What follows belongs to an exercise in optimizing a design on an open flow for small area; a production flow would make more cautious choices. Function was checked by simulation only, so behaviour that the tests miss may differ from the original. Power is estimated from default activity; no workload was simulated.

`design/flow/constraint.sdc`:
```
create_clock -name core_clock -period 10.0 [get_ports {CLOCK_50}]
set_input_delay 2.0000 -clock core_clock [delete_from_list [all_inputs] [get_ports {CLOCK_50}]]
set_output_delay 2.0000 -clock core_clock [all_outputs]
set_load 0.01 [all_outputs]
```
`design/flow/standard.sh`:
```
#!/bin/bash
# synth_recipe.tcl (not shown) runs the flow's synth.tcl, then flattens the netlist and writes it again
# the make line also repeats each setting of config.mk as NAME=value (left out here)
make -C /OpenROAD-flow-scripts/flow DESIGN_CONFIG=/design/flow/config.mk WORK_HOME=/design/flow/orfs CLKGATE_MAP_FILE= SYNTH_SCRIPT=/design/flow/synth_recipe.tcl "${@:-finish}"
```
`design/flow/config.mk`:
```
export PLATFORM = sky130hd
export DESIGN_NAME = projeto_vinho_top
export DESIGN_NICKNAME = projeto_vinho_top
export VERILOG_FILES = /design/flow/design.v
export SDC_FILE = /design/flow/constraint.sdc
export NUM_CORES = 4
export LEC_CHECK = 0
export CAP_MARGIN = 20
export CORE_MARGIN = 2
export CORE_UTILIZATION = 40
export CTS_BUF_LIST = sky130_fd_sc_hd__clkbuf_8
export PLACE_DENSITY = 0.6
export SLEW_MARGIN = 20
```
`design/flow/flow/run.sh`:
```
#!/bin/bash
# The standard layout (standard.sh, which runs ORFS from the standard
# synthesis to the routed layout), with three changes:
#  - the port buffers that global placement inserts are sky130_fd_sc_hd__buf_1;
#  - right after global placement (flow/downsize.tcl) every logic cell starts
#    at the smallest drive strength of its function; the resizer's
#    repair_design and repair_timing later in the flow upsize whatever slew,
#    load or timing then calls for;
#  - clock tree synthesis uses clkbuf_8 buffers and inserts no dummy loads.
# Each tool's full output goes to standard.log here.
export BUFFER_PORTS_ARGS="-buffer_cell sky130_fd_sc_hd__buf_1"
export POST_GLOBAL_PLACE_TCL="$PWD/flow/downsize.tcl"
export CTS_ARGS="-sink_clustering_enable -repair_clock_nets -buf_list sky130_fd_sc_hd__clkbuf_8 -dont_use_dummy_load"
bash standard.sh > standard.log 2>&1
```
`design/flow/flow/downsize.tcl`:
```
set dmap [dict create \
  sky130_fd_sc_hd__a2111o_2 sky130_fd_sc_hd__a2111o_1 \
  sky130_fd_sc_hd__a2111o_4 sky130_fd_sc_hd__a2111o_1 \
  sky130_fd_sc_hd__a2111oi_1 sky130_fd_sc_hd__a2111oi_0 \
  sky130_fd_sc_hd__a2111oi_2 sky130_fd_sc_hd__a2111oi_0 \
  sky130_fd_sc_hd__a2111oi_4 sky130_fd_sc_hd__a2111oi_0 \
  sky130_fd_sc_hd__a211o_2 sky130_fd_sc_hd__a211o_1 \
  sky130_fd_sc_hd__a211o_4 sky130_fd_sc_hd__a211o_1 \
  sky130_fd_sc_hd__a211oi_2 sky130_fd_sc_hd__a211oi_1 \
  sky130_fd_sc_hd__a211oi_4 sky130_fd_sc_hd__a211oi_1 \
  sky130_fd_sc_hd__a21bo_4 sky130_fd_sc_hd__a21bo_1 \
  sky130_fd_sc_hd__a21boi_2 sky130_fd_sc_hd__a21boi_0 \
  sky130_fd_sc_hd__a21boi_4 sky130_fd_sc_hd__a21boi_0 \
  sky130_fd_sc_hd__a21o_2 sky130_fd_sc_hd__a21o_1 \
  sky130_fd_sc_hd__a21o_4 sky130_fd_sc_hd__a21o_1 \
  sky130_fd_sc_hd__a21oi_2 sky130_fd_sc_hd__a21oi_1 \
  sky130_fd_sc_hd__a21oi_4 sky130_fd_sc_hd__a21oi_1 \
  sky130_fd_sc_hd__a221o_2 sky130_fd_sc_hd__a221o_1 \
  sky130_fd_sc_hd__a221o_4 sky130_fd_sc_hd__a221o_1 \
  sky130_fd_sc_hd__a221oi_2 sky130_fd_sc_hd__a221oi_1 \
  sky130_fd_sc_hd__a221oi_4 sky130_fd_sc_hd__a221oi_1 \
  sky130_fd_sc_hd__a22o_2 sky130_fd_sc_hd__a22o_1 \
  sky130_fd_sc_hd__a22o_4 sky130_fd_sc_hd__a22o_1 \
  sky130_fd_sc_hd__a22oi_2 sky130_fd_sc_hd__a22oi_1 \
  sky130_fd_sc_hd__a22oi_4 sky130_fd_sc_hd__a22oi_1 \
  sky130_fd_sc_hd__a2bb2o_2 sky130_fd_sc_hd__a2bb2o_1 \
  sky130_fd_sc_hd__a2bb2o_4 sky130_fd_sc_hd__a2bb2o_1 \
  sky130_fd_sc_hd__a2bb2oi_2 sky130_fd_sc_hd__a2bb2oi_1 \
  sky130_fd_sc_hd__a2bb2oi_4 sky130_fd_sc_hd__a2bb2oi_1 \
  sky130_fd_sc_hd__a311o_2 sky130_fd_sc_hd__a311o_1 \
  sky130_fd_sc_hd__a311o_4 sky130_fd_sc_hd__a311o_1 \
  sky130_fd_sc_hd__a311oi_2 sky130_fd_sc_hd__a311oi_1 \
  sky130_fd_sc_hd__a311oi_4 sky130_fd_sc_hd__a311oi_1 \
  sky130_fd_sc_hd__a31o_4 sky130_fd_sc_hd__a31o_1 \
  sky130_fd_sc_hd__a31oi_2 sky130_fd_sc_hd__a31oi_1 \
  sky130_fd_sc_hd__a31oi_4 sky130_fd_sc_hd__a31oi_1 \
  sky130_fd_sc_hd__a32o_2 sky130_fd_sc_hd__a32o_1 \
  sky130_fd_sc_hd__a32o_4 sky130_fd_sc_hd__a32o_1 \
  sky130_fd_sc_hd__a32oi_2 sky130_fd_sc_hd__a32oi_1 \
  sky130_fd_sc_hd__a32oi_4 sky130_fd_sc_hd__a32oi_1 \
  sky130_fd_sc_hd__a41o_2 sky130_fd_sc_hd__a41o_1 \
  sky130_fd_sc_hd__a41o_4 sky130_fd_sc_hd__a41o_1 \
  sky130_fd_sc_hd__a41oi_2 sky130_fd_sc_hd__a41oi_1 \
  sky130_fd_sc_hd__a41oi_4 sky130_fd_sc_hd__a41oi_1 \
  sky130_fd_sc_hd__and2_2 sky130_fd_sc_hd__and2_0 \
  sky130_fd_sc_hd__and2_4 sky130_fd_sc_hd__and2_0 \
  sky130_fd_sc_hd__and2b_2 sky130_fd_sc_hd__and2b_1 \
  sky130_fd_sc_hd__and2b_4 sky130_fd_sc_hd__and2b_1 \
  sky130_fd_sc_hd__and3_2 sky130_fd_sc_hd__and3_1 \
  sky130_fd_sc_hd__and3_4 sky130_fd_sc_hd__and3_1 \
  sky130_fd_sc_hd__and3b_2 sky130_fd_sc_hd__and3b_1 \
  sky130_fd_sc_hd__and3b_4 sky130_fd_sc_hd__and3b_1 \
  sky130_fd_sc_hd__and4_2 sky130_fd_sc_hd__and4_1 \
  sky130_fd_sc_hd__and4_4 sky130_fd_sc_hd__and4_1 \
  sky130_fd_sc_hd__and4b_2 sky130_fd_sc_hd__and4b_1 \
  sky130_fd_sc_hd__and4b_4 sky130_fd_sc_hd__and4b_1 \
  sky130_fd_sc_hd__and4bb_4 sky130_fd_sc_hd__and4bb_1 \
  sky130_fd_sc_hd__buf_2 sky130_fd_sc_hd__buf_1 \
  sky130_fd_sc_hd__buf_4 sky130_fd_sc_hd__buf_1 \
  sky130_fd_sc_hd__buf_6 sky130_fd_sc_hd__buf_1 \
  sky130_fd_sc_hd__buf_8 sky130_fd_sc_hd__buf_1 \
  sky130_fd_sc_hd__buf_12 sky130_fd_sc_hd__buf_1 \
  sky130_fd_sc_hd__buf_16 sky130_fd_sc_hd__buf_1 \
  sky130_fd_sc_hd__bufbuf_16 sky130_fd_sc_hd__bufbuf_8 \
  sky130_fd_sc_hd__bufinv_16 sky130_fd_sc_hd__bufinv_8 \
  sky130_fd_sc_hd__fa_2 sky130_fd_sc_hd__fa_1 \
  sky130_fd_sc_hd__fa_4 sky130_fd_sc_hd__fa_1 \
  sky130_fd_sc_hd__ha_2 sky130_fd_sc_hd__ha_1 \
  sky130_fd_sc_hd__ha_4 sky130_fd_sc_hd__ha_1 \
  sky130_fd_sc_hd__inv_4 sky130_fd_sc_hd__inv_1 \
  sky130_fd_sc_hd__inv_6 sky130_fd_sc_hd__inv_1 \
  sky130_fd_sc_hd__inv_8 sky130_fd_sc_hd__inv_1 \
  sky130_fd_sc_hd__inv_12 sky130_fd_sc_hd__inv_1 \
  sky130_fd_sc_hd__inv_16 sky130_fd_sc_hd__inv_1 \
  sky130_fd_sc_hd__maj3_2 sky130_fd_sc_hd__maj3_1 \
  sky130_fd_sc_hd__maj3_4 sky130_fd_sc_hd__maj3_1 \
  sky130_fd_sc_hd__mux2_4 sky130_fd_sc_hd__mux2_1 \
  sky130_fd_sc_hd__mux2_8 sky130_fd_sc_hd__mux2_1 \
  sky130_fd_sc_hd__mux2i_2 sky130_fd_sc_hd__mux2i_1 \
  sky130_fd_sc_hd__mux2i_4 sky130_fd_sc_hd__mux2i_1 \
  sky130_fd_sc_hd__mux4_4 sky130_fd_sc_hd__mux4_2 \
  sky130_fd_sc_hd__mux4_1 sky130_fd_sc_hd__mux4_2 \
  sky130_fd_sc_hd__nand2_2 sky130_fd_sc_hd__nand2_1 \
  sky130_fd_sc_hd__nand2_4 sky130_fd_sc_hd__nand2_1 \
  sky130_fd_sc_hd__nand2_8 sky130_fd_sc_hd__nand2_1 \
  sky130_fd_sc_hd__nand2b_2 sky130_fd_sc_hd__nand2b_1 \
  sky130_fd_sc_hd__nand2b_4 sky130_fd_sc_hd__nand2b_1 \
  sky130_fd_sc_hd__nand3_2 sky130_fd_sc_hd__nand3_1 \
  sky130_fd_sc_hd__nand3_4 sky130_fd_sc_hd__nand3_1 \
  sky130_fd_sc_hd__nand3b_2 sky130_fd_sc_hd__nand3b_1 \
  sky130_fd_sc_hd__nand3b_4 sky130_fd_sc_hd__nand3b_1 \
  sky130_fd_sc_hd__nand4_2 sky130_fd_sc_hd__nand4_1 \
  sky130_fd_sc_hd__nand4_4 sky130_fd_sc_hd__nand4_1 \
  sky130_fd_sc_hd__nand4b_2 sky130_fd_sc_hd__nand4b_1 \
  sky130_fd_sc_hd__nand4b_4 sky130_fd_sc_hd__nand4b_1 \
  sky130_fd_sc_hd__nand4bb_2 sky130_fd_sc_hd__nand4bb_1 \
  sky130_fd_sc_hd__nand4bb_4 sky130_fd_sc_hd__nand4bb_1 \
  sky130_fd_sc_hd__nor2_2 sky130_fd_sc_hd__nor2_1 \
  sky130_fd_sc_hd__nor2_4 sky130_fd_sc_hd__nor2_1 \
  sky130_fd_sc_hd__nor2_8 sky130_fd_sc_hd__nor2_1 \
  sky130_fd_sc_hd__nor2b_2 sky130_fd_sc_hd__nor2b_1 \
  sky130_fd_sc_hd__nor2b_4 sky130_fd_sc_hd__nor2b_1 \
  sky130_fd_sc_hd__nor3_2 sky130_fd_sc_hd__nor3_1 \
  sky130_fd_sc_hd__nor3_4 sky130_fd_sc_hd__nor3_1 \
  sky130_fd_sc_hd__nor3b_2 sky130_fd_sc_hd__nor3b_1 \
  sky130_fd_sc_hd__nor3b_4 sky130_fd_sc_hd__nor3b_1 \
  sky130_fd_sc_hd__nor4_2 sky130_fd_sc_hd__nor4_1 \
  sky130_fd_sc_hd__nor4_4 sky130_fd_sc_hd__nor4_1 \
  sky130_fd_sc_hd__nor4b_2 sky130_fd_sc_hd__nor4b_1 \
  sky130_fd_sc_hd__nor4b_4 sky130_fd_sc_hd__nor4b_1 \
  sky130_fd_sc_hd__nor4bb_2 sky130_fd_sc_hd__nor4bb_1 \
  sky130_fd_sc_hd__nor4bb_4 sky130_fd_sc_hd__nor4bb_1 \
  sky130_fd_sc_hd__o2111a_2 sky130_fd_sc_hd__o2111a_1 \
  sky130_fd_sc_hd__o2111a_4 sky130_fd_sc_hd__o2111a_1 \
  sky130_fd_sc_hd__o2111ai_2 sky130_fd_sc_hd__o2111ai_1 \
  sky130_fd_sc_hd__o2111ai_4 sky130_fd_sc_hd__o2111ai_1 \
  sky130_fd_sc_hd__o211a_4 sky130_fd_sc_hd__o211a_1 \
  sky130_fd_sc_hd__o211ai_2 sky130_fd_sc_hd__o211ai_1 \
  sky130_fd_sc_hd__o211ai_4 sky130_fd_sc_hd__o211ai_1 \
  sky130_fd_sc_hd__o21a_2 sky130_fd_sc_hd__o21a_1 \
  sky130_fd_sc_hd__o21a_4 sky130_fd_sc_hd__o21a_1 \
  sky130_fd_sc_hd__o21ai_2 sky130_fd_sc_hd__o21ai_0 \
  sky130_fd_sc_hd__o21ai_4 sky130_fd_sc_hd__o21ai_0 \
  sky130_fd_sc_hd__o21ba_4 sky130_fd_sc_hd__o21ba_1 \
  sky130_fd_sc_hd__o21bai_2 sky130_fd_sc_hd__o21bai_1 \
  sky130_fd_sc_hd__o21bai_4 sky130_fd_sc_hd__o21bai_1 \
  sky130_fd_sc_hd__o221a_4 sky130_fd_sc_hd__o221a_1 \
  sky130_fd_sc_hd__o221ai_2 sky130_fd_sc_hd__o221ai_1 \
  sky130_fd_sc_hd__o221ai_4 sky130_fd_sc_hd__o221ai_1 \
  sky130_fd_sc_hd__o22a_2 sky130_fd_sc_hd__o22a_1 \
  sky130_fd_sc_hd__o22a_4 sky130_fd_sc_hd__o22a_1 \
  sky130_fd_sc_hd__o22ai_2 sky130_fd_sc_hd__o22ai_1 \
  sky130_fd_sc_hd__o22ai_4 sky130_fd_sc_hd__o22ai_1 \
  sky130_fd_sc_hd__o2bb2a_2 sky130_fd_sc_hd__o2bb2a_1 \
  sky130_fd_sc_hd__o2bb2a_4 sky130_fd_sc_hd__o2bb2a_1 \
  sky130_fd_sc_hd__o2bb2ai_2 sky130_fd_sc_hd__o2bb2ai_1 \
  sky130_fd_sc_hd__o2bb2ai_4 sky130_fd_sc_hd__o2bb2ai_1 \
  sky130_fd_sc_hd__o311a_2 sky130_fd_sc_hd__o311a_1 \
  sky130_fd_sc_hd__o311a_4 sky130_fd_sc_hd__o311a_1 \
  sky130_fd_sc_hd__o311ai_2 sky130_fd_sc_hd__o311ai_0 \
  sky130_fd_sc_hd__o311ai_4 sky130_fd_sc_hd__o311ai_0 \
  sky130_fd_sc_hd__o31a_2 sky130_fd_sc_hd__o31a_1 \
  sky130_fd_sc_hd__o31a_4 sky130_fd_sc_hd__o31a_1 \
  sky130_fd_sc_hd__o31ai_2 sky130_fd_sc_hd__o31ai_1 \
  sky130_fd_sc_hd__o31ai_4 sky130_fd_sc_hd__o31ai_1 \
  sky130_fd_sc_hd__o32a_2 sky130_fd_sc_hd__o32a_1 \
  sky130_fd_sc_hd__o32a_4 sky130_fd_sc_hd__o32a_1 \
  sky130_fd_sc_hd__o32ai_2 sky130_fd_sc_hd__o32ai_1 \
  sky130_fd_sc_hd__o32ai_4 sky130_fd_sc_hd__o32ai_1 \
  sky130_fd_sc_hd__o41a_2 sky130_fd_sc_hd__o41a_1 \
  sky130_fd_sc_hd__o41a_4 sky130_fd_sc_hd__o41a_1 \
  sky130_fd_sc_hd__o41ai_2 sky130_fd_sc_hd__o41ai_1 \
  sky130_fd_sc_hd__o41ai_4 sky130_fd_sc_hd__o41ai_1 \
  sky130_fd_sc_hd__or2_4 sky130_fd_sc_hd__or2_0 \
  sky130_fd_sc_hd__or2b_2 sky130_fd_sc_hd__or2b_1 \
  sky130_fd_sc_hd__or2b_4 sky130_fd_sc_hd__or2b_1 \
  sky130_fd_sc_hd__or3_2 sky130_fd_sc_hd__or3_1 \
  sky130_fd_sc_hd__or3_4 sky130_fd_sc_hd__or3_1 \
  sky130_fd_sc_hd__or3b_4 sky130_fd_sc_hd__or3b_1 \
  sky130_fd_sc_hd__or4_2 sky130_fd_sc_hd__or4_1 \
  sky130_fd_sc_hd__or4_4 sky130_fd_sc_hd__or4_1 \
  sky130_fd_sc_hd__or4b_4 sky130_fd_sc_hd__or4b_1 \
  sky130_fd_sc_hd__or4bb_2 sky130_fd_sc_hd__or4bb_1 \
  sky130_fd_sc_hd__or4bb_4 sky130_fd_sc_hd__or4bb_1 \
  sky130_fd_sc_hd__sdlclkp_2 sky130_fd_sc_hd__sdlclkp_1 \
  sky130_fd_sc_hd__sdlclkp_4 sky130_fd_sc_hd__sdlclkp_1 \
  sky130_fd_sc_hd__xnor2_2 sky130_fd_sc_hd__xnor2_1 \
  sky130_fd_sc_hd__xnor2_4 sky130_fd_sc_hd__xnor2_1 \
  sky130_fd_sc_hd__xnor3_2 sky130_fd_sc_hd__xnor3_1 \
  sky130_fd_sc_hd__xnor3_4 sky130_fd_sc_hd__xnor3_1 \
  sky130_fd_sc_hd__xor2_2 sky130_fd_sc_hd__xor2_1 \
  sky130_fd_sc_hd__xor2_4 sky130_fd_sc_hd__xor2_1 \
  sky130_fd_sc_hd__xor3_2 sky130_fd_sc_hd__xor3_1 \
  sky130_fd_sc_hd__xor3_4 sky130_fd_sc_hd__xor3_1 \
]
# Downsize every logic cell to the smallest cell of the same function, and
# make the port buffers the smallest buffer; repair_design and repair_timing
# later in the flow upsize whatever timing, slew or load then calls for.
set n 0
foreach inst [get_cells *] {
  set ref [get_property $inst ref_name]
  set name [get_full_name $inst]
  if {[dict exists $dmap $ref]} {
    replace_cell $name [dict get $dmap $ref]
    incr n
  } elseif {$ref eq "sky130_fd_sc_hd__clkdlybuf4s50_1" && [regexp {^(input|output)[0-9]+$} $name]} {
    replace_cell $name sky130_fd_sc_hd__buf_1
    incr n
  }
}
puts "downsize: replaced $n cells"
```
`design/flow/design.v`:
```
module fsm_main (
    input  wire clk,
    input  wire reset,
    input  wire cmd_iniciar,
    input  wire sensor_nivel,
    input  wire alarme_rolha,
    input  wire aprovado,
    input  wire reprovado,
    output wire esteira,
    output wire valvula_ativa,
    output wire vedacao_ativa,
    output wire decrementar_rolha,
    output wire descarte_ativo,
    output wire garrafa_aprovada,
    output wire posicao_cq
);
    localparam IDLE        = 3'd0;
    localparam ESTEIRA0    = 3'd1;
    localparam ESTEIRA     = 3'd2;
    localparam ENCHENDO    = 3'd3;
    localparam VEDANDO     = 3'd4;
    localparam POSICAO_CQ  = 3'd5;
    localparam DESCARTANDO = 3'd6;
    localparam APROVADO    = 3'd7;
    reg [2:0] estado;
    reg [9:0] r;
    wire fim = (r == 10'b1001000111);
    wire temporizado = (estado == ESTEIRA0) | (estado == ESTEIRA) |
                       (estado == VEDANDO) | (estado == DESCARTANDO) |
                       (estado == APROVADO);
    always @(posedge clk or posedge reset) begin
        if (reset) begin
            estado <= IDLE;
            r      <= 10'd0;
        end else begin
            if (temporizado & ~fim)
                r <= {~r[8:0], r[9] ^ r[6]};
            else
                r <= 10'd0;
            case (estado)
                IDLE:        if (cmd_iniciar) estado <= ESTEIRA0;
                ESTEIRA0:    estado <= ESTEIRA;
                ESTEIRA:     if (fim) estado <= ENCHENDO;
                ENCHENDO:    if (alarme_rolha) estado <= IDLE;
                             else if (sensor_nivel) estado <= VEDANDO;
                VEDANDO:     if (fim) estado <= POSICAO_CQ;
                POSICAO_CQ:  if (reprovado & ~aprovado) estado <= DESCARTANDO;
                             else if (aprovado & ~reprovado) estado <= APROVADO;
                DESCARTANDO: if (fim) estado <= ESTEIRA0;
                APROVADO:    if (fim) estado <= ESTEIRA0;
            endcase
        end
    end
    assign esteira           = (estado == ESTEIRA);
    assign valvula_ativa     = (estado == ENCHENDO);
    assign vedacao_ativa     = (estado == VEDANDO);
    assign decrementar_rolha = (estado == VEDANDO);
    assign posicao_cq        = (estado == POSICAO_CQ);
    assign descarte_ativo    = (estado == DESCARTANDO);
    assign garrafa_aprovada  = (estado == APROVADO);
endmodule
module contador_rolhas (
    input  wire clk,
    input  wire reset,
    input  wire decrementar,
    input  wire sw_adicionar_manual,    
    output reg  dispensador_ativo,
    output reg  alarme_rolha_vazia,
    output reg  [4:0] dezena,
    output reg  [4:0] unidade
);
    reg       decrementar_prev;
    reg [9:0] r;
    reg       gasto;
    wire pulso_decrementar = decrementar & ~decrementar_prev;
    wire u0  = ~unidade[4] & ~unidade[0];
    wire u1  = ~unidade[1] &  unidade[0];
    wire u5  =  unidade[4] &  unidade[0];
    wire u9  =  unidade[4] & ~unidade[3];
    wire d0  = ~dezena[4]  & ~dezena[0];
    wire d9  =  dezena[4]  & ~dezena[3];
    wire c0  = d0 & u0;
    wire c1  = d0 & u1;
    wire c5  = d0 & u5;
    wire c99 = d9 & u9;
    wire fim   = (r == 10'b1001000111);
    wire repor = gasto & r[4];
    wire [4:0] dez_inc  = {dezena[3:0], ~dezena[4]};
    wire [4:0] dez_inc2 = {dezena[2:0], ~dezena[4], ~dezena[3]};
    always @(posedge clk or posedge reset) begin
        if (reset) begin
            decrementar_prev   <= 1'b0;
            r                  <= 10'd0;
            dispensador_ativo  <= 1'b0;
            gasto              <= 1'b0;
            alarme_rolha_vazia <= 1'b0;
            dezena             <= 5'b00011;      
            unidade            <= 5'b00000;
        end else begin
            decrementar_prev <= decrementar;
            if (dispensador_ativo)
                r <= {~r[8:0], r[9] ^ r[6]};
            else
                r <= 10'd0;
            if (dispensador_ativo & fim) begin
                dispensador_ativo <= 1'b0;
                gasto             <= 1'b1;
            end else if (c5 & ~gasto) begin
                dispensador_ativo <= 1'b1;
            end
            if (repor) begin
                unidade <= ~unidade;
                dezena  <= unidade[4] ? dez_inc2 : dez_inc;
            end else if (sw_adicionar_manual & ~c99) begin
                unidade <= {unidade[3:0], ~unidade[4]};
                if (u9) dezena <= dez_inc;
            end else if (pulso_decrementar & ~c0) begin
                unidade <= {~unidade[0], unidade[4:1]};
                if (u0) dezena <= {~dezena[0], dezena[4:1]};
            end
            alarme_rolha_vazia <= c0 | (c1 & pulso_decrementar);
        end
    end
endmodule
module contador_duzias_v2 (
    input  wire clk,
    input  wire reset,
    input  wire incrementar,
    output reg  [4:0] unidade,
    output reg        dezena
);
    reg [3:0] doze;                      
    reg       incrementar_prev;
    wire pulso_subida = incrementar & ~incrementar_prev;
    wire doze_fim     = doze[3] & doze[1] & doze[0];         
    wire unid9        = unidade[4] & ~unidade[3];
    always @(posedge clk or posedge reset) begin
        if (reset) begin
            unidade          <= 5'd0;
            dezena           <= 1'b0;
            doze             <= 4'd0;
            incrementar_prev <= 1'b0;
        end else begin
            incrementar_prev <= incrementar;
            if (pulso_subida) begin
                if (doze_fim) begin
                    doze <= 4'd0;
                    if (dezena) begin
                        dezena <= 1'b0;
                    end else if (unid9) begin
                        dezena  <= 1'b1;
                        unidade <= 5'd0;
                    end else begin
                        unidade <= {unidade[3:0], ~unidade[4]};
                    end
                end else begin
                    doze <= doze + 4'd1;
                end
            end
        end
    end
endmodule
module debounce (
    input  wire clk,
    input  wire reset,
    input  wire button_in,
    output reg  pulse_out
);
    reg       button_sync_0;
    reg       button_sync_1;
    reg       button_stable_n;         
    reg       button_stable_prev_n;    
    reg [4:0] r;
    wire differ = ~(button_sync_1 ^ button_stable_n);
    wire fim    = r[2] & r[1] & r[0];
    always @(posedge clk or posedge reset) begin
        if (reset) begin
            button_sync_0      <= 1'b1;
            button_sync_1      <= 1'b1;
            button_stable_n      <= 1'b0;
            button_stable_prev_n <= 1'b0;
            r                  <= 5'b00000;
            pulse_out          <= 1'b0;
        end else begin
            button_sync_0      <= button_in;
            button_sync_1      <= button_sync_0;
            button_stable_prev_n <= button_stable_n;
            pulse_out            <= ~button_stable_prev_n & button_stable_n;
            if (differ & fim)
                button_stable_n <= ~button_sync_1;
            if (differ & ~fim)
                r <= {~r[3:0], r[4] ^ r[1]};
            else
                r <= 5'b00000;
        end
    end
endmodule
module decodificador_display (
    input  wire [4:0] j,
    output wire [6:0] hex
);
    wire d0 = ~j[4] & ~j[0];
    wire d1 = ~j[1] &  j[0];
    wire d2 = ~j[2] &  j[1];
    wire d3 = ~j[3] &  j[2];
    wire d4 = ~j[4] &  j[3];
    wire d5 =  j[4] &  j[0];
    wire d6 =  j[4] & ~j[0] & j[1];
    wire d7 = ~j[1] &  j[2];
    wire d8 = ~j[2] &  j[3];
    wire d9 = ~j[3] &  j[4];
    assign hex[0] = d1 | d4;
    assign hex[1] = j[4] & j[1];                        
    assign hex[2] = d2;
    assign hex[3] = d1 | d4 | d7;
    assign hex[4] = d1 | d3 | d4 | d5 | d7 | d9;
    assign hex[5] = (j[0] & ~j[3]) | d7;                
    assign hex[6] = ~j[1] & (~j[4] | j[2]);             
endmodule
module projeto_vinho_top (
    input  wire       CLOCK_50,
    input  wire       KEY0,        
    input  wire       KEY1,        
    input  wire [7:0] SW,
    output wire [9:0] LEDR,
    output wire [6:0] HEX0,
    output wire [6:0] HEX1,
    output wire [6:0] HEX2,
    output wire [6:0] HEX3
);
    wire clk   = CLOCK_50;
    wire reset = ~KEY1;
    wire sensor_nivel, aprovado_cq, reprovado_cq, sw_adicionar_rolha, pulso_start;
    debounce debounce_sensor   (.clk(clk), .reset(reset), .button_in(SW[1]), .pulse_out(sensor_nivel));
    debounce debounce_apro_cq  (.clk(clk), .reset(reset), .button_in(SW[2]), .pulse_out(aprovado_cq));
    debounce debounce_repro_cq (.clk(clk), .reset(reset), .button_in(SW[3]), .pulse_out(reprovado_cq));
    debounce debounce_add_rolha(.clk(clk), .reset(reset), .button_in(SW[7]), .pulse_out(sw_adicionar_rolha));
    debounce debounce_start    (.clk(clk), .reset(reset), .button_in(KEY0),  .pulse_out(pulso_start));
    wire alarme_rolha_vazia, dispensador_ativo;
    wire motor_ativo, valvula_ativa, vedacao_ativa, decrementar_rolha;
    wire descarte_ativo, garrafa_aprovada, posicao_cq;
    fsm_main fsm_main_inst (
        .clk(clk),
        .reset(reset),
        .cmd_iniciar(~KEY0),
        .sensor_nivel(sensor_nivel),
        .alarme_rolha(alarme_rolha_vazia),
        .aprovado(aprovado_cq),
        .reprovado(reprovado_cq),
        .esteira(motor_ativo),
        .valvula_ativa(valvula_ativa),
        .vedacao_ativa(vedacao_ativa),
        .decrementar_rolha(decrementar_rolha),
        .descarte_ativo(descarte_ativo),
        .garrafa_aprovada(garrafa_aprovada),
        .posicao_cq(posicao_cq)
    );
    wire [4:0] rolhas_dezena, rolhas_unidade;
    contador_rolhas contador_rolhas_inst (
        .clk(clk),
        .reset(reset),
        .decrementar(decrementar_rolha),
        .sw_adicionar_manual(sw_adicionar_rolha),
        .dispensador_ativo(dispensador_ativo),
        .alarme_rolha_vazia(alarme_rolha_vazia),
        .dezena(rolhas_dezena),
        .unidade(rolhas_unidade)
    );
    wire reset_duzias = reset | pulso_start;
    wire [4:0] duzias_unidade;
    wire       duzias_dezena;
    contador_duzias_v2 contador_duzias_inst (
        .clk(clk),
        .reset(reset_duzias),
        .incrementar(garrafa_aprovada),
        .unidade(duzias_unidade),
        .dezena(duzias_dezena)
    );
    assign LEDR = {motor_ativo, valvula_ativa, vedacao_ativa, descarte_ativo,
                   dispensador_ativo, posicao_cq, 3'b000, alarme_rolha_vazia};
    decodificador_display dec_rolhas_u (.j(rolhas_unidade), .hex(HEX0));
    decodificador_display dec_rolhas_d (.j(rolhas_dezena),  .hex(HEX1));
    decodificador_display dec_duzias_u (.j(duzias_unidade), .hex(HEX2));
    assign HEX3 = duzias_dezena ? 7'b1111001 : 7'b1000000;
endmodule
```
==> impl_metrics.yaml, run 1 <==
route:
  wl_per_cell_um: 12.8
  routed_via_density: 5.10
  firstDrtPassIters: 5
  dr_total_vias: 2859
  wl_um: 7190
  drt_iter0_markers: 137
  route.detailed.drc: 0
  postRouteAntennaNets: 0
global_routing:
  grt_max_degree: 30
  grt_overflow: 0
  grt_antenna_before_repair: 0
  grt_pass1_vias: 2697
  grt_pass1_wl_um: 12600
  grt_usage_pct: 13.4
synth:
  syn_inst: 401
  synth.distinct_cells: 61
  async_flop_share_pct: 100
  synth-compound-area-share_pct: 12.9
  synthMuxAreaShare_pct: 2.40
  synth-xor-area-share_pct: 2.03
  yosysWarnings: 4
  synth_adder_area_share_pct: 1.45
  synth-edff-count: 0
  synth-simple-area-share_pct: 17.3
  yosys.area.top_type_share_pct: 49.8
  synth_area_sq_um: 4320
  synth_top_family_by_area: "simple AND/OR/NAND/NOR gates"
  ys_ff_latch: 98
  ys_seq_area_share_pct: 57.1
  synthFlopType: "dfrtp_1"
  yosysTopAreaCell: "dfrtp_1"
  syn_avg_cell_area_sq_um: 10.8
  synth.area.top_cells: "dfrtp_1 (50%), dfstp_2 (7.3%), nor2_1 (4.3%)"
sta:
  hold_violations: 0
  tightestPinTransition_ns: 0.983
  rsz0062_at_grt: "no"
  skew_ns: 0.0347
  fin_crit_sh_pct: 38.6
  tns_ns: 0
  clock.fmax_mhz: 259
  max_slew_margin_pct: 33.9
  setup_viol_count_final: 0
  fin_crit_ns: 3.86
  slew_viol_final: 0
critical_path:
  r2r.worst_path.cells: 5
  cp-end-kind: "output pin"
  r2r-end: "contador_rolhas_inst.unidade[3]$_DFFE_PN0P_"
  r2r_slack_ns: 7.27
  r2r-start: "fsm_main_inst.estado[2]$_DFFE_PN0P_"
  path_class: "register to output pin"
  required_ns: 8.00
  path_cells: "clkinv_1 -> nor3_1 -> buf_1"
  crit_path_start_kind: "register"
  cp_slowest_stage_delay_ns: 0.63
  cp_slowest_cell: "dfrtp_1"
  startpoint: "fsm_main_inst.estado[1]$_DFFE_PN0P_"
  arrival_ns: 1.86
  path_max_fanout: 16
power_and_ir_drop:
  vdd_drop_max_mv: 0.0946
  p_per_area_nw_per_um2: 245
  cellLeakagePower_nw: 1.99
placed_design:
  detailed_place_hpwl_um: 5100
  io_buffers: 38
clock_tree:
  clk_pin_slew_worst_paths_ns: 0.08
  cts_root_buf: "clkbuf_8"
  holdBufCountCts: 0
  cts_setup_buffers: 0
  htreeDepth: 3
  cts-resized-gates: 0
  cts_buffer_depth: 2
  cts_buffers: 9
  clock_latency_ns: 0.35
  cts_sinks: 98
  cts_tree: "yes"
worst_hold_path:
  hold_path_depth: 0
  hp-class: "register to register"
  min_from: "debounce_apro_cq.button_sync_0$_DFF_PN1_"
  min_to: "debounce_apro_cq.button_sync_1$_DFF_PN1_"
floorplan:
  die_w_um: 108
  start_util_pct: 41.5
  rows: 37
  die_h_um: 108
  ios: 49
  die_area_sq_um: 11700
  fp.coreArea_sq_um: 10400
layout:
  diodes: 0
  fin_util_pct: 44.0
  drive_gt1_share_pct: 7.29
  layout.nets: 443
  area_growth_pct: 6.08
run_status:
  outcome: "timing/DRC/antenna clean"
flow_run:
  drv_cap: 0
==> power breakdown <==
part / switching (mW) / leakage, nW / total (mW) / internal [mW]
sequential: 0.103 / 1.19 / 0.620 / 0.517
clock: 0.112 / 0.0647 / 0.193 / 0.0809
combinational: 0.177 / 0.732 / 0.311 / 0.134
==> area by class of cell <==
type / instances / area, sq um
clock buffers: 9 / 124
fillers: 983 / 5830
inverters: 23 / 86.3
multi-input cells: 254 / 1530
flip-flops and latches: 98 / 2470
well taps: 136 / 170
repair buffers: 41 / 206
==> flip-flops by register name, indices dropped and copies added (netlist names), 3 cells and up <==
register and flops:
contador_rolhas_inst.r 10, fsm_main_inst.r 10, contador_duzias_inst.unidade 5, contador_rolhas_inst.dezena 5
contador_rolhas_inst.unidade 5, debounce_add_rolha.r 5, debounce_apro_cq.r 5, debounce_repro_cq.r 5
debounce_sensor.r 5, debounce_start.r 5, contador_duzias_inst.doze 4, fsm_main_inst.estado 3
==> cells by family after synthesis <==
logic type / after synthesis
flops: 98
simple gates: 144
mux: 10
compound gates: 79
buf+inv: 53
fa+ha+maj: 5
xor+xnor: 10
other cells: 2
==> cells in the mapped netlist, types with 2 or more instances <==
master / count
a21oi_1: 12
nor3_1: 9
a211oi_1: 5
a31oi_1: 8
nor3b_1: 6
nand2b_1: 9
o221ai_1: 3
o31ai_1: 2
nand3_1: 12
a32oi_1: 2
clkbuf_1: 4
buf_2: 5
xor2_1: 8
nand2_1: 25
inv_1: 22
ha_1: 5
and2_1: 4
dfstp_2: 12
dfrtp_1: 86
mux2i_1: 7
nor2b_1: 15
conb_1: 2
a31o_2: 2
buf_4: 20
xnor2_1: 2
nand3b_1: 2
o22ai_1: 2
mux2_2: 2
a21o_1: 2
o32a_1: 4
nor2_1: 49
o21ai_0: 22
nand4b_1: 3
==> worst max-delay path by stage <==
stage | end | slack (ns) | depth (start not counted)
finish | LEDR[9] | 6.14 | 3
global route | LEDR[9] | 5.97 | 3
CTS | LEDR[9] | 6.13 | 3
detailed placement | LEDR[9] | 6.50 | 3
global placement | LEDR[9] | 6.46 | 3
floorplan | HEX0[3] | 6.81 | 4
==> worst max-delay path: cells and delay by family (launching register included) <==
family,cells,cell delay [ns]
flip-flops,1,0.63
buffers and inverters,2,0.58
AND/OR/NAND/NOR,1,0.32
==> placed cells by master, fill, tap and decap left out, types with 2 or more instances in the layout <==
cell type / netlist / layout
nor4b_1: 0 / 2
nor3_1: 9 / 9
dfrtp_1: 86 / 86
buf_1: 0 / 37
and2_1: 4 / 4
nand3_1: 12 / 12
nand2b_1: 9 / 9
a21oi_1: 12 / 12
o31ai_1: 2 / 2
o32a_1: 4 / 4
o21ai_0: 22 / 22
nor2_1: 49 / 49
a31oi_1: 8 / 8
mux2_2: 2 / 2
dfstp_2: 12 / 12
a32oi_1: 2 / 2
mux2i_1: 7 / 7
clkbuf_8: 0 / 9
conb_1: 2 / 6
xor2_1: 8 / 8
xnor2_1: 2 / 2
nor2b_1: 15 / 15
a31o_2: 2 / 2
nand4b_1: 3 / 3
a21o_1: 2 / 2
o22ai_1: 2 / 2
ha_1: 5 / 5
buf_16: 0 / 2
nand2_1: 25 / 25
nand3b_1: 2 / 2
inv_1: 22 / 22
a21boi_0: 1 / 2
nor3b_1: 6 / 6
a211oi_1: 5 / 5
o221ai_1: 3 / 4
==> through the flow <==
step | hold WS [ns] | cells | cell area, sq um | total power, mW | worst slack, ns
after floorplan | 0.345 | 405 | 4340 | 0.855 | 6.81
final | 0.358 | 561 | 4590 | 1.12 | 6.14
after detailed placement | 0.347 | 552 | 4460 | 0.940 | 6.50
after global routing | 0.366 | 561 | 4590 | 1.22 | 5.97
after global placement | 0.346 | 550 | 4460 | 0.928 | 6.46
after CTS | 0.360 | 561 | 4590 | 1.14 | 6.13
==> layer usage <==
layer  global-route usage [%]  vias to the layer above  part of all wire, %
met5                        0                        -                    0
met4                     5.77                        0                  1.5
met3                     2.65                        9                  4.1
met2                     20.8                       60                   45
met1                     18.3                     1383                   50
li1                         -                     1407                    -
==> run 2: changes to the inputs <==
--- a/design/flow/design.v
+++ b/design/flow/design.v
@@ -10,5 +10,5 @@
     output wire valvula_ativa,
     output wire vedacao_ativa,
-    output wire decrementar_rolha,
+    output wire decrementar_rolha,      
     output wire descarte_ativo,
     output wire garrafa_aprovada,
@@ -16,17 +16,16 @@
 );
     localparam IDLE        = 3'd0;
-    localparam ESTEIRA0    = 3'd1;
-    localparam ESTEIRA     = 3'd2;
+    localparam ESTEIRA     = 3'd1;
     localparam ENCHENDO    = 3'd3;
-    localparam VEDANDO     = 3'd4;
-    localparam POSICAO_CQ  = 3'd5;
-    localparam DESCARTANDO = 3'd6;
-    localparam APROVADO    = 3'd7;
+    localparam VEDANDO     = 3'd2;
+    localparam POSICAO_CQ  = 3'd7;
+    localparam DESCARTANDO = 3'd4;
+    localparam APROVADO    = 3'd5;
     reg [2:0] estado;
     reg [9:0] r;
-    wire fim = (r == 10'b1001000111);
-    wire temporizado = (estado == ESTEIRA0) | (estado == ESTEIRA) |
-                       (estado == VEDANDO) | (estado == DESCARTANDO) |
-                       (estado == APROVADO);
+    wire fim      = (r == 10'b1001000111);
+    wire primeiro = (r == 10'd0);
+    wire temporizado = (estado == ESTEIRA) | (estado == VEDANDO) |
+                       (estado == DESCARTANDO) | (estado == APROVADO);
     always @(posedge clk or posedge reset) begin
         if (reset) begin
@@ -39,6 +38,5 @@
                 r <= 10'd0;
             case (estado)
-                IDLE:        if (cmd_iniciar) estado <= ESTEIRA0;
-                ESTEIRA0:    estado <= ESTEIRA;
+                IDLE:        if (cmd_iniciar) estado <= ESTEIRA;
                 ESTEIRA:     if (fim) estado <= ENCHENDO;
                 ENCHENDO:    if (alarme_rolha) estado <= IDLE;
@@ -47,13 +45,14 @@
                 POSICAO_CQ:  if (reprovado & ~aprovado) estado <= DESCARTANDO;
                              else if (aprovado & ~reprovado) estado <= APROVADO;
-                DESCARTANDO: if (fim) estado <= ESTEIRA0;
-                APROVADO:    if (fim) estado <= ESTEIRA0;
+                DESCARTANDO: if (fim) estado <= ESTEIRA;
+                APROVADO:    if (fim) estado <= ESTEIRA;
+                default:     estado <= IDLE;
             endcase
         end
     end
-    assign esteira           = (estado == ESTEIRA);
+    assign esteira           = (estado == ESTEIRA) & ~primeiro;
     assign valvula_ativa     = (estado == ENCHENDO);
     assign vedacao_ativa     = (estado == VEDANDO);
-    assign decrementar_rolha = (estado == VEDANDO);
+    assign decrementar_rolha = (estado == VEDANDO) & primeiro;
     assign posicao_cq        = (estado == POSICAO_CQ);
     assign descarte_ativo    = (estado == DESCARTANDO);
@@ -63,5 +62,5 @@
     input  wire clk,
     input  wire reset,
-    input  wire decrementar,
+    input  wire decrementar,            
     input  wire sw_adicionar_manual,    
     output reg  dispensador_ativo,
@@ -70,8 +69,7 @@
     output reg  [4:0] unidade
 );
-    reg       decrementar_prev;
     reg [9:0] r;
     reg       gasto;
-    wire pulso_decrementar = decrementar & ~decrementar_prev;
+    wire pulso_decrementar = decrementar;
     wire u0  = ~unidade[4] & ~unidade[0];
     wire u1  = ~unidade[1] &  unidade[0];
@@ -90,5 +88,4 @@
     always @(posedge clk or posedge reset) begin
         if (reset) begin
-            decrementar_prev   <= 1'b0;
             r                  <= 10'd0;
             dispensador_ativo  <= 1'b0;
@@ -98,5 +95,4 @@
             unidade            <= 5'b00000;
         end else begin
-            decrementar_prev <= decrementar;
             if (dispensador_ativo)
                 r <= {~r[8:0], r[9] ^ r[6]};
--- a/design/flow/flow/run.sh
+++ b/design/flow/flow/run.sh
@@ -7,8 +7,10 @@
 #    repair_design and repair_timing later in the flow upsize whatever slew,
 #    load or timing then calls for;
-#  - clock tree synthesis uses clkbuf_8 buffers and inserts no dummy loads.
+#  - clock tree synthesis uses clkbuf_8 buffers and inserts no dummy loads;
+#  - the floorplan does not split the tie cells (SKIP_REPAIR_TIE_FANOUT).
 # Each tool's full output goes to standard.log here.
 export BUFFER_PORTS_ARGS="-buffer_cell sky130_fd_sc_hd__buf_1"
 export POST_GLOBAL_PLACE_TCL="$PWD/flow/downsize.tcl"
 export CTS_ARGS="-sink_clustering_enable -repair_clock_nets -buf_list sky130_fd_sc_hd__clkbuf_8 -dont_use_dummy_load"
+export SKIP_REPAIR_TIE_FANOUT=1
 bash standard.sh > standard.log 2>&1
--- a/design/flow/config.mk
+++ b/design/flow/config.mk
@@ -6,8 +6,8 @@
 export NUM_CORES = 4
 export LEC_CHECK = 0
-export CAP_MARGIN = 20
+export CAP_MARGIN = 0
 export CORE_MARGIN = 2
 export CORE_UTILIZATION = 40
 export CTS_BUF_LIST = sky130_fd_sc_hd__clkbuf_8
 export PLACE_DENSITY = 0.6
-export SLEW_MARGIN = 20
+export SLEW_MARGIN = 0
==> impl_metrics.yaml, run 2 <==
synth:
  synth_area_sq_um: 4280
  synth_commonest_cells: "dfrtp_1 (85), nor2_1 (51), nand2_1 (29)"
  ys_seq_area_share_pct: 57.0
  syn_avg_cell_area_sq_um: 10.3
  synth-edff-count: 0
  synth.area.top_cells: "dfrtp_1 (50%), dfstp_2 (7.4%), nor2_1 (4.5%)"
  synthFlopType: "dfrtp_1"
  async_flop_share_pct: 100
  ys_ff_latch: 97
  yosys.area.top_type_share_pct: 49.7
  syn_inst: 415
  yosysTopAreaCell: "dfrtp_1"
  synth.distinct_cells: 56
  synth_most_common_cell: "dfrtp_1"
  yosysWarnings: 4
clock_tree:
  cts_setup_buffers: 0
  cts_buffer_depth: 2
  cts_sinks: 97
  cts_root_buf: "clkbuf_8"
  clk_pin_slew_worst_paths_ns: 0.09
  cts_tree: "yes"
  htreeDepth: 3
  cts-resized-gates: 0
  clock_latency_ns: 0.35
  holdBufCountCts: 0
  cts_buffers: 9
floorplan:
  rows: 37
  die_w_um: 107
  ios: 49
  start_util_pct: 41.3
  fp.coreArea_sq_um: 10400
  die_h_um: 107
  die_area_sq_um: 11600
critical_path:
  critPathBufInv: 1
  crit_top_cell: "nor4_1"
  critPathTopFamily: "simple AND/OR/NAND/NOR gates"
  cp-end-kind: "output pin"
  path_class: "register to output pin"
  arrival_ns: 1.82
  cp_slowest_cell: "or4_1"
  path_cells: "or4_1 -> nor4_1 -> nor4_1 -> buf_1"
  crit_path_start_kind: "register"
  required_ns: 8.00
  r2r-start: "fsm_main_inst.estado[1]$_DFFE_PN0P_"
  path_max_fanout: 4
  startpoint: "fsm_main_inst.r[5]$_DFF_PN0_"
  cp_slowest_stage_delay_ns: 0.59
sta:
  max_slew_margin_pct: 25.1
  setup_viol_count_final: 0
  fin_crit_ns: 3.82
  rsz0062_at_grt: "no"
  skew_ns: 0.0262
  tightestPinTransition_ns: 1.11
  hold_violations: 0
  fin_crit_sh_pct: 38.2
  slew_viol_final: 0
  tns_ns: 0
  clock.fmax_mhz: 262
  hold_ws_ns: 0.346
layout:
  drive_gt1_share_pct: 7.46
  fin_util_pct: 43.4
  fin_area_sq_um: 4500
  diodes: 0
  regArea_sq_um: 2440
  area_growth_pct: 5.00
  layout.nets: 444
  final_common_cell: "dfrtp_1"
  multi_input_area_sq_um: 1510
  top_regs: "contador_rolhas_inst.r x10, fsm_main_inst.r x10"
  fill_cells: 1011
  final_cell_mix: "dfrtp_1 (85), nor2_1 (51), buf_1 (37)"
route:
  route.detailed.drc: 0
  wl_per_cell_um: 12.6
  drt_iter0_markers: 137
  firstDrtPassIters: 5
  postRouteAntennaNets: 0
  dr_total_vias: 2840
  wl_um: 7140
  routed_via_density: 5.03
global_routing:
  grt_usage_pct: 13.7
  grt_overflow: 0
  grt_antenna_before_repair: 0
  grt_max_degree: 37
  grt_pass1_vias: 2754
  grt_pass1_wl_um: 12800
run_status:
  outcome: "timing/DRC/antenna clean"
power_and_ir_drop:
  vdd_drop_max_mv: 0.142
  cellLeakagePower_nw: 1.95
  p_per_area_nw_per_um2: 293
flow_run:
  drv_cap: 0
worst_hold_path:
  min_from: "debounce_apro_cq.button_sync_0$_DFF_PN1_"
  hp-class: "register to register"
placed_design:
  detailed_place_hpwl_um: 4940
  io_buffers: 38
  place_area_sq_um: 4370
==> run 2: changes by cell type in the layout (fill, tap and decap cells not counted), sizes merged, moves of 3 or more <==
cell / change
mux2i: -4
a31oi: -3
nand4b: -3
nor4: +6
ha: -3
nand3: -3
conb: -4
a21oi: +9
o32a: -4
nor2b: +5
nand2: +4
==> run 2: final cells by class <==
class,count,share of cell area [%]
timing repair buffer,40,3.98
clock buffer,9,2.75
tap,136,3.78
multi-input combinational,263,33.5
sequential,97,54.3
inverter,20,1.67
==> run 2: where the power goes <==
group / switching, mW / internal, mW
registers: 0.148 / 0.545
logic: 0.245 / 0.188
clock network: 0.112 / 0.0809
==> run 2: metrics by stage <==
stage               cells  setup slack (ns)  power [mW]
CTS                   565              6.12        1.34
global route          565              6.04        1.44
floorplan             415              6.65        1.05
detailed placement    556              6.52        1.14
finish                565              6.18        1.32
global placement      555              6.51        1.13
==> run 2: final timing paths <==
kind / to / slack, ns / cells after the start
max reg2reg: contador_rolhas_inst.dezena[4]$_DFFE_PN0P_ / 7.07 / 4
max: LEDR[9] / 6.18 / 4
max in group asynchronous: debounce_apro_cq.button_sync_0$_DFF_PN1_ / 7.09 / 3
min: debounce_apro_cq.button_sync_1$_DFF_PN1_ / 0.35 / 0
min in group asynchronous: contador_duzias_inst.unidade[0]$_DFFE_PP0P_ / 0.49 / 1
min reg2reg: debounce_apro_cq.button_sync_1$_DFF_PN1_ / 0.35 / 0
==> run 2: per-layer routing <==
layer | wire, um | GRT usage, % | vias up
met5 | 0 | 0 | -
met4 | 84 | 4.95 | 0
met3 | 183 | 2.72 | 6
met2 | 3470 | 22.2 | 37
met1 | 3410 | 18.4 | 1379
li1 | - | - | 1418
==> run 2: logic make-up (layout without fill, tap and decap cells) <==
logic type	after synthesis	after routing	synth area share [%]
compound gates	81	81	12.0
xor+xnor	9	9	1.84
fa+ha+maj	2	2	0.584
buf+inv	55	69	6.98
flops	97	97	57.0
mux	6	6	1.49
other cells	2	2	0.175
simple gates	163	163	19.9
==> run 3: changes to the inputs <==
--- a/design/flow/design.v
+++ b/design/flow/design.v
@@ -71,11 +71,12 @@
     reg [9:0] r;
     reg       gasto;
-    wire pulso_decrementar = decrementar;
-    wire u0  = ~unidade[4] & ~unidade[0];
-    wire u1  = ~unidade[1] &  unidade[0];
-    wire u5  =  unidade[4] &  unidade[0];
-    wire u9  =  unidade[4] & ~unidade[3];
-    wire d0  = ~dezena[4]  & ~dezena[0];
-    wire d9  =  dezena[4]  & ~dezena[3];
+    wire [4:0] u = unidade;
+    wire [4:0] d = dezena;
+    wire u0  = ~u[4] & ~u[0];
+    wire u1  = ~u[1] &  u[0];
+    wire u5  =  u[4] &  u[0];
+    wire u9  =  u[4] & ~u[3];
+    wire d0  = ~d[4] & ~d[0];
+    wire d9  =  d[4] & ~d[3];
     wire c0  = d0 & u0;
     wire c1  = d0 & u1;
@@ -84,6 +85,17 @@
     wire fim   = (r == 10'b1001000111);
     wire repor = gasto & r[4];
-    wire [4:0] dez_inc  = {dezena[3:0], ~dezena[4]};
-    wire [4:0] dez_inc2 = {dezena[2:0], ~dezena[4], ~dezena[3]};
+    wire soma = ~repor & sw_adicionar_manual & ~c99;
+    wire sub  = ~repor & ~soma & decrementar & ~c0;
+    wire [4:0] u_mais  = {u[3:0], ~u[4]};
+    wire [4:0] u_menos = {~u[0], u[4:1]};
+    wire [4:0] u_prox  = (soma | sub) ? (soma ? u_mais : u_menos) : (u ^ {5{repor}});
+    wire d_mais1 = (soma & u9) | (repor & ~u[4]);
+    wire d_mais2 = repor & u[4];
+    wire d_menos = sub & u0;
+    wire d_fica  = ~(d_mais1 | d_mais2 | d_menos);
+    wire [4:0] d_prox = ({5{d_fica}}  & d) |
+                        ({5{d_mais1}} & {d[3:0], ~d[4]}) |
+                        ({5{d_mais2}} & {1'b0, d[1], d[0], 2'b11}) |
+                        ({5{d_menos}} & {~d[0], d[4:1]});
     always @(posedge clk or posedge reset) begin
         if (reset) begin
@@ -105,15 +117,7 @@
                 dispensador_ativo <= 1'b1;
             end
-            if (repor) begin
-                unidade <= ~unidade;
-                dezena  <= unidade[4] ? dez_inc2 : dez_inc;
-            end else if (sw_adicionar_manual & ~c99) begin
-                unidade <= {unidade[3:0], ~unidade[4]};
-                if (u9) dezena <= dez_inc;
-            end else if (pulso_decrementar & ~c0) begin
-                unidade <= {~unidade[0], unidade[4:1]};
-                if (u0) dezena <= {~dezena[0], dezena[4:1]};
-            end
-            alarme_rolha_vazia <= c0 | (c1 & pulso_decrementar);
+            unidade <= u_prox;
+            dezena  <= d_prox;
+            alarme_rolha_vazia <= c0 | (c1 & decrementar);
         end
     end
--- a/design/flow/flow/run.sh
+++ b/design/flow/flow/run.sh
@@ -1,5 +1,5 @@
 #!/bin/bash
 # The standard layout (standard.sh, which runs ORFS from the standard
-# synthesis to the routed layout), with three changes:
+# synthesis to the routed layout), with four changes:
 #  - the port buffers that global placement inserts are sky130_fd_sc_hd__buf_1;
 #  - right after global placement (flow/downsize.tcl) every logic cell starts
==> impl_metrics.yaml, run 3 <==
critical_path:
  required_ns: 8.00
  critPathTopFamily: "simple AND/OR/NAND/NOR gates"
  cp_slowest_cell: "nor4_1"
  path_max_fanout: 7
  cp_slowest_stage_delay_ns: 0.84
  r2r_slack_ns: 7.18
  arrival_ns: 2.53
  path_class: "register to output pin"
  path_cells: "or4_1 -> nor4_1 -> and2b_1 -> buf_1"
  critPathBufInv: 1
  cp-end-kind: "output pin"
  crit_path_start_kind: "register"
layout:
  top_regs: "contador_rolhas_inst.r x10, fsm_main_inst.r x10"
  layout.nets: 424
  area_growth_pct: 4.89
  final_cell_mix: "dfrtp_1 (85), nor2_1 (42), buf_1 (37)"
  regArea_sq_um: 2440
  finalNonFillerCells: 543
  multi_input_area_sq_um: 1410
  diodes: 0
  final_common_cell: "dfrtp_1"
  fill_cells: 1018
  drive_gt1_share_pct: 6.88
  fin_area_sq_um: 4400
floorplan:
  die_w_um: 106
  ios: 49
  rows: 37
  die_h_um: 106
  die_area_sq_um: 11300
  start_util_pct: 41.0
  fp.coreArea_sq_um: 10200
route:
  wl_um: 6830
  firstDrtPassIters: 7
  wl_per_cell_um: 12.6
  drt_iter0_markers: 110
  routed_via_density: 5.03
  route.detailed.drc: 0
  postRouteAntennaNets: 0
  dr_total_vias: 2729
synth:
  yosysWarnings: 4
  synth.area.top_cells: "dfrtp_1 (51%), dfstp_2 (7.5%), buf_4 (3.9%)"
  ys_ff_latch: 97
  synth-edff-count: 0
  ys_seq_area_share_pct: 58.2
  synth_adder_area_share_pct: 1.19
  synth_top_family_by_area: "simple AND/OR/NAND/NOR gates"
  synthMuxAreaShare_pct: 0
  synth_most_common_cell: "dfrtp_1"
  synth-simple-area-share_pct: 19.0
  synth-xor-area-share_pct: 1.67
  synth-compound-area-share_pct: 12.3
  syn_avg_cell_area_sq_um: 10.7
  yosys.area.top_type_share_pct: 50.7
  syn_inst: 393
  async_flop_share_pct: 100
  yosysTopAreaCell: "dfrtp_1"
  synth_commonest_cells: "dfrtp_1 (85), nor2_1 (41), nand2_1 (31)"
  synth_area_sq_um: 4200
  synth.distinct_cells: 60
  synthFlopType: "dfrtp_1"
sta:
  slew_viol_final: 0
  tns_ns: 0
  setup_viol_count_final: 0
  max_slew_margin_pct: 32.2
  hold_ws_ns: 0.355
  fin_crit_sh_pct: 45.3
  tightestPinTransition_ns: 1.01
  clock.fmax_mhz: 221
  fin_crit_ns: 4.53
  hold_violations: 0
  rsz0062_at_grt: "no"
  skew_ns: 0.0276
power_and_ir_drop:
  power.switching_mw: 0.463
  vdd_drop_max_mv: 0.0969
  power.internal_mw: 0.790
  p_per_area_nw_per_um2: 285
  pwr-share-comb_pct: 30.4
  p_sw_share_pct: 36.9
  cellLeakagePower_nw: 1.96
  p_clk_share_pct: 15.4
  pwr-share-seq_pct: 54.3
run_status:
  outcome: "timing/DRC/antenna clean"
clock_tree:
  cts_tree: "yes"
  cts-resized-gates: 0
  cts_setup_buffers: 0
  cts_buffer_depth: 2
  holdBufCountCts: 0
  cts_sinks: 97
  clock_latency_ns: 0.36
  clk_pin_slew_worst_paths_ns: 0.10
  cts_buffers: 9
  htreeDepth: 3
  cts_root_buf: "clkbuf_8"
global_routing:
  grt_usage_pct: 13.1
  grt_overflow: 0
  grt_antenna_before_repair: 0
  grt_pass1_vias: 2535
  grt_max_degree: 37
  grt_pass1_wl_um: 11800
placed_design:
  detailed_place_hpwl_um: 4840
  io_buffers: 38
  dpl.cell_count: 534
  place_area_sq_um: 4280
worst_hold_path:
  hp-class: "register to register"
flow_run:
  drv_cap: 0
## run 3: logic make-up after synthesis
| kind of cell | after synthesis |
|---|---|
| AND/OR/NAND/NOR | 151 |
| flip-flops | 97 |
| AO/OA/AOI/OAI | 74 |
| XOR/XNOR | 8 |
| other | 2 |
| buffers and inverters | 57 |
| adder cells (fa/ha/maj) | 4 |
## run 3: final cells by class
type,count,share of cell area [%]
flip-flops and latches,97,55.5
multi-input cells,239,32.0
repair buffers,40,3.90
well taps,136,3.87
clock buffers,9,2.81
inverters,22,1.88
## run 3: stage by stage
stage	power, mW	util [%]	setup slack [ns]
floorplan	0.987	-	6.40
global placement	1.06	41.9	6.27
detailed placement	1.07	41.8	5.85
CTS	1.27	43.0	5.42
global route	1.36	43.0	5.30
finish	1.25	43.0	5.47
## run 3: routing by layer
layer | GRT usage (%) | routed length [um] | up-vias
li1 | - | - | 1349
met1 | 19.3 | 3550 | 1314
met2 | 18.5 | 2870 | 59
met3 | 2.39 | 333 | 7
met4 | 6.49 | 76 | 0
met5 | 0 | 0 | -
## run 3: power by group through the flow
stage                     Clock, mW  Sequential [mW]  Combinational (mW)
after floorplan                   0            0.624               0.363
after global placement            0            0.684               0.380
after detailed placement          0            0.687               0.385
after CTS                     0.203            0.680               0.387
after global routing          0.218            0.705               0.438
final                         0.193            0.680               0.380
## run 3: final timing paths
path / startpoint / endpoint / cells past startpoint
setup / recovery: fsm_main_inst.r[5]$_DFF_PN0_ / LEDR[9] / 4
hold / removal: debounce_start.button_sync_0$_DFF_PN1_ / debounce_start.button_sync_1$_DFF_PN1_ / 0
setup reg to reg: fsm_main_inst.r[5]$_DFF_PN0_ / contador_rolhas_inst.unidade[1]$_DFF_PN0_ / 4
hold reg to reg: debounce_start.button_sync_0$_DFF_PN1_ / debounce_start.button_sync_1$_DFF_PN1_ / 0
max in group asynchronous: KEY1 / contador_duzias_inst.unidade[3]$_DFFE_PP0P_ / 2
min in group asynchronous: debounce_start.pulse_out$_DFF_PN0_ / contador_duzias_inst.unidade[1]$_DFFE_PP0P_ / 1
==> run 4: changes to the inputs <==
==> design/flow/flow/run.sh (replaced) <==
#!/bin/bash
# The standard layout (standard.sh: ORFS from synthesis to the routed
# layout), with these changes:
#  - synthesis is synth_recipe.tcl unchanged except that ORFS's synth.tcl maps
#    the logic with flow/abc.script, an area-oriented ABC script, in place of
#    abc_speed.script; registers are mapped before ABC runs, so they are the
#    standard synthesis's, with the same names and cells;
#  - the port buffers that global placement inserts are sky130_fd_sc_hd__buf_1;
#  - right after global placement (flow/downsize.tcl) every logic cell starts
#    at the smallest drive strength of its function; the resizer's
#    repair_design and repair_timing later in the flow upsize whatever slew,
#    load or timing then calls for;
#  - clock tree synthesis uses clkbuf_8 buffers and inserts no dummy loads;
#  - the floorplan does not split the tie cells (SKIP_REPAIR_TIE_FANOUT).
# Each tool's full output goes to standard.log here.
set -euo pipefail
W=$PWD

sed 's|^source \$::env(SCRIPTS_DIR)/synth_preamble.tcl$|&\nset abc_args [lreplace $abc_args 1 1 '"$W"'/flow/abc.script]|' \
  "$FLOW_HOME/scripts/synth.tcl" > "$W/synth_abc.tcl"
grep -q "flow/abc.script" "$W/synth_abc.tcl"
sed 's|\$::env(SCRIPTS_DIR)/synth.tcl|'"$W"'/synth_abc.tcl|' synth_recipe.tcl > "$W/synth_recipe_abc.tcl"
grep -q "synth_abc.tcl" "$W/synth_recipe_abc.tcl"
sed 's|SYNTH_SCRIPT=[^ ]*synth_recipe.tcl|SYNTH_SCRIPT='"$W"'/synth_recipe_abc.tcl|' standard.sh > "$W/standard_abc.sh"
grep -q "synth_recipe_abc.tcl" "$W/standard_abc.sh"

export BUFFER_PORTS_ARGS="-buffer_cell sky130_fd_sc_hd__buf_1"
export POST_GLOBAL_PLACE_TCL="$W/flow/downsize.tcl"
export CTS_ARGS="-sink_clustering_enable -repair_clock_nets -buf_list sky130_fd_sc_hd__clkbuf_8 -dont_use_dummy_load"
export SKIP_REPAIR_TIE_FANOUT=1
bash "$W/standard_abc.sh" > standard.log 2>&1
==> design/flow/flow/abc.script (new file) <==
&get -n
&st
&syn3
&dch -f
&nf -R 1000
&put
==> impl_metrics.yaml, run 4 <==
clock_tree:
  cts-resized-gates: 0
  cts_setup_buffers: 0
  cts_tree: "yes"
  htreeDepth: 3
  holdBufCountCts: 0
  cts_buffer_depth: 2
  cts_root_buf: "clkbuf_8"
  cts_sinks: 97
  clk_pin_slew_worst_paths_ns: 0.08
  clock_latency_ns: 0.35
  cts_buffers: 9
global_routing:
  grt_usage_pct: 13.5
  grt_antenna_before_repair: 0
  grt_pass1_vias: 2453
  grt_max_degree: 38
  grt_pass1_wl_um: 11200
  grt_overflow: 0
layout:
  top_regs: "contador_rolhas_inst.r x10, fsm_main_inst.r x10"
  regArea_sq_um: 2440
  final_cell_mix: "dfrtp_1 (85), nor2_1 (52), nand2_1 (43)"
  fin_area_sq_um: 4250
  layout.nets: 413
  multi_input_area_sq_um: 1290
  diodes: 0
  fin_util_pct: 44.0
  final_common_cell: "dfrtp_1"
  drive_gt1_share_pct: 6.06
  fill_cells: 941
  area_growth_pct: 8.13
synth:
  synth.distinct_cells: 40
  synth_most_common_cell: "dfrtp_1"
  yosysTopAreaCell: "dfrtp_1"
  synthFlopType: "dfrtp_1"
  yosysWarnings: 4
  ys_ff_latch: 97
  syn_avg_cell_area_sq_um: 10.8
  async_flop_share_pct: 100
  ys_seq_area_share_pct: 62.2
  synth_commonest_cells: "dfrtp_1 (85), nor2_1 (52), nand2_1 (43)"
  synth-edff-count: 0
  yosys.area.top_type_share_pct: 54.2
  syn_inst: 365
  synth_area_sq_um: 3930
  synth.area.top_cells: "dfrtp_1 (54%), dfstp_2 (8.0%), nor2_1 (5.0%)"
sta:
  clock.fmax_mhz: 276
  hold_ws_ns: 0.340
  skew_ns: 0.0246
  hold_violations: 0
  tns_ns: 0
  setup_viol_count_final: 0
  rsz0062_at_grt: "no"
  max_slew_margin_pct: 39.2
  fin_crit_ns: 3.63
  fin_crit_sh_pct: 36.3
  tightestPinTransition_ns: 0.911
  slew_viol_final: 0
worst_hold_path:
  hold_path_depth: 0
  hp-class: "register to register"
  min_from: "debounce_start.button_sync_0$_DFF_PN1_"
route:
  wl_per_cell_um: 12.3
  firstDrtPassIters: 4
  routed_via_density: 4.78
  route.detailed.drc: 0
  wl_um: 6480
  drt_iter0_markers: 99
  dr_total_vias: 2526
  postRouteAntennaNets: 0
critical_path:
  cp_slowest_stage_delay_ns: 0.49
  startpoint: "contador_rolhas_inst.unidade[1]$_DFF_PN0_"
  path_cells: "nand2b_1 -> a31oi_1 -> nor2_1 -> a31oi_1 -> buf_1"
  path_max_fanout: 9
  cp_slowest_cell: "dfrtp_1"
  worstSetupPathDepth: 5
  arrival_ns: 1.63
  cp-end-kind: "output pin"
  r2r.worst_path.cells: 6
  r2r-start: "fsm_main_inst.estado[1]$_DFFE_PN0P_"
  crit_top_cell: "a31oi_1"
  critPathBufInv: 1
  path_class: "register to output pin"
  critPathTopFamily: "flip-flops"
  crit_path_start_kind: "register"
  required_ns: 8.00
floorplan:
  die_area_sq_um: 10600
  die_w_um: 103
  start_util_pct: 40.7
  rows: 36
  ios: 49
  die_h_um: 103
  fp.coreArea_sq_um: 9640
power_and_ir_drop:
  p_per_area_nw_per_um2: 250
  finalPower_mw: 1.06
  vdd_drop_max_mv: 0.125
  cellLeakagePower_nw: 1.83
run_status:
  outcome: "timing/DRC/antenna clean"
placed_design:
  io_buffers: 38
  place_area_sq_um: 4120
  detailed_place_hpwl_um: 4590
flow_run:
  drv_cap: 0
run 4: changes by cell type in the layout (fill, tap and decap cells not counted), sizes merged, moves of 4 or more:
cell	before	now
xor2	7	2
nor3	5	9
inv	22	0
nand3	14	8
a31oi	1	5
xnor2	1	13
nor3b	9	3
nand2	31	43
nor2	42	52
clkinv	0	12
a211oi	7	0
run 4: final cells by class:
type / count / area share, %
Clock buffer: 9 / 2.92
Inverter: 12 / 1.06
Multi-Input combinational cell: 236 / 30.4
Sequential cell: 97 / 57.5
Tap cell: 133 / 3.92
Timing Repair Buffer: 42 / 4.21
run 4: stage by stage:
stage | std cells | setup WS, ns
2_1_floorplan | 365 | 6.57
3_3_place_gp | 519 | 6.64
3_5_place_dp | 520 | 6.62
4_1_cts | 529 | 6.35
5_1_grt | 529 | 6.25
6_report | 529 | 6.37
run 4: final timing paths:
kind	endpoint	slack, ns
worst max-delay path	HEX0[4]	6.37
worst min-delay path	debounce_start.button_sync_1$_DFF_PN1_	0.34
worst max register to register	contador_rolhas_inst.dezena[4]$_DFF_PN0_	7.07
worst min register to register	debounce_start.button_sync_1$_DFF_PN1_	0.34
max in group asynchronous	contador_duzias_inst.unidade[4]$_DFFE_PP0P_	7.11
min in group asynchronous	contador_duzias_inst.unidade[2]$_DFFE_PP0P_	0.51
run 4: where the power goes:
part           total (mW)  internal, mW  switching (mW)
Clock               0.193        0.0809           0.112
Combinational       0.269         0.114           0.155
Sequential          0.600         0.512          0.0884
run 4: cells by family (layout without fill, tap and decap cells):
| group | after synthesis | in the layout | synth area share [%] |
|---|---|---|---|
| buffers and inverters | 32 | 63 | 4.97 |
| other | 2 | 2 | 0.191 |
| DFF | 97 | 97 | 62.2 |
| xor gates and xnor gates | 15 | 15 | 3.35 |
| and+or+nand+nor | 156 | 156 | 18.4 |
| AOI/OAI and AO/OA | 59 | 59 | 9.59 |
| adders and majority gates | 4 | 4 | 1.27 |
run 4: metal layers:
metal / vias to the layer above / share of wire (%) / GRT usage (%)
met3: 8 / 3.4 / 3.05
met5: - / 0 / 0
met1: 1197 / 48 / 17.7
met2: 41 / 47 / 22.2
li1: 1280 / - / -
met4: 0 / 1.3 / 4.55

[static timing again, ports no longer ideal]
How much do the figures lean on ideal ports? The routed layouts below were timed once more, with nothing changed but the port constraints.
Step 1 (the two cells are an assumption about what drives the block):
set clk [get_ports {CLOCK_50}]
set_driving_cell -lib_cell sky130_fd_sc_hd__clkbuf_16 $clk
set_driving_cell -lib_cell sky130_fd_sc_hd__buf_2 [delete_from_list [all_inputs] $clk]
Step 2 times the ports against the registers' clock, not the clock port: input delays grow and output delays shrink by t, the midpoint of the rising clock arrivals with the driver on.
Slacks: ideal ports / drivers / drivers and shift; pairs: ideal ports / drivers.
run	shift t [ns]	slack for setup (ns)	clock arrival spread, ns	slew at the worst register clock pin (ns)	worst data-port slew with drivers (ns)
run 1	0.367	6.145 / 6.114 / 6.481	0.035 / 0.035	0.10 / 0.10	0.04
run 2	0.365	6.180 / 6.149 / 6.514	0.034 / 0.034	0.10 / 0.10	0.03
run 3	0.374	5.474 / 5.444 / 5.818	0.029 / 0.030	0.10 / 0.10	0.03
run 4	0.369	6.373 / 6.340 / 6.709	0.029 / 0.029	0.10 / 0.10	0.05
After both steps setup and hold are still met in every run listed.
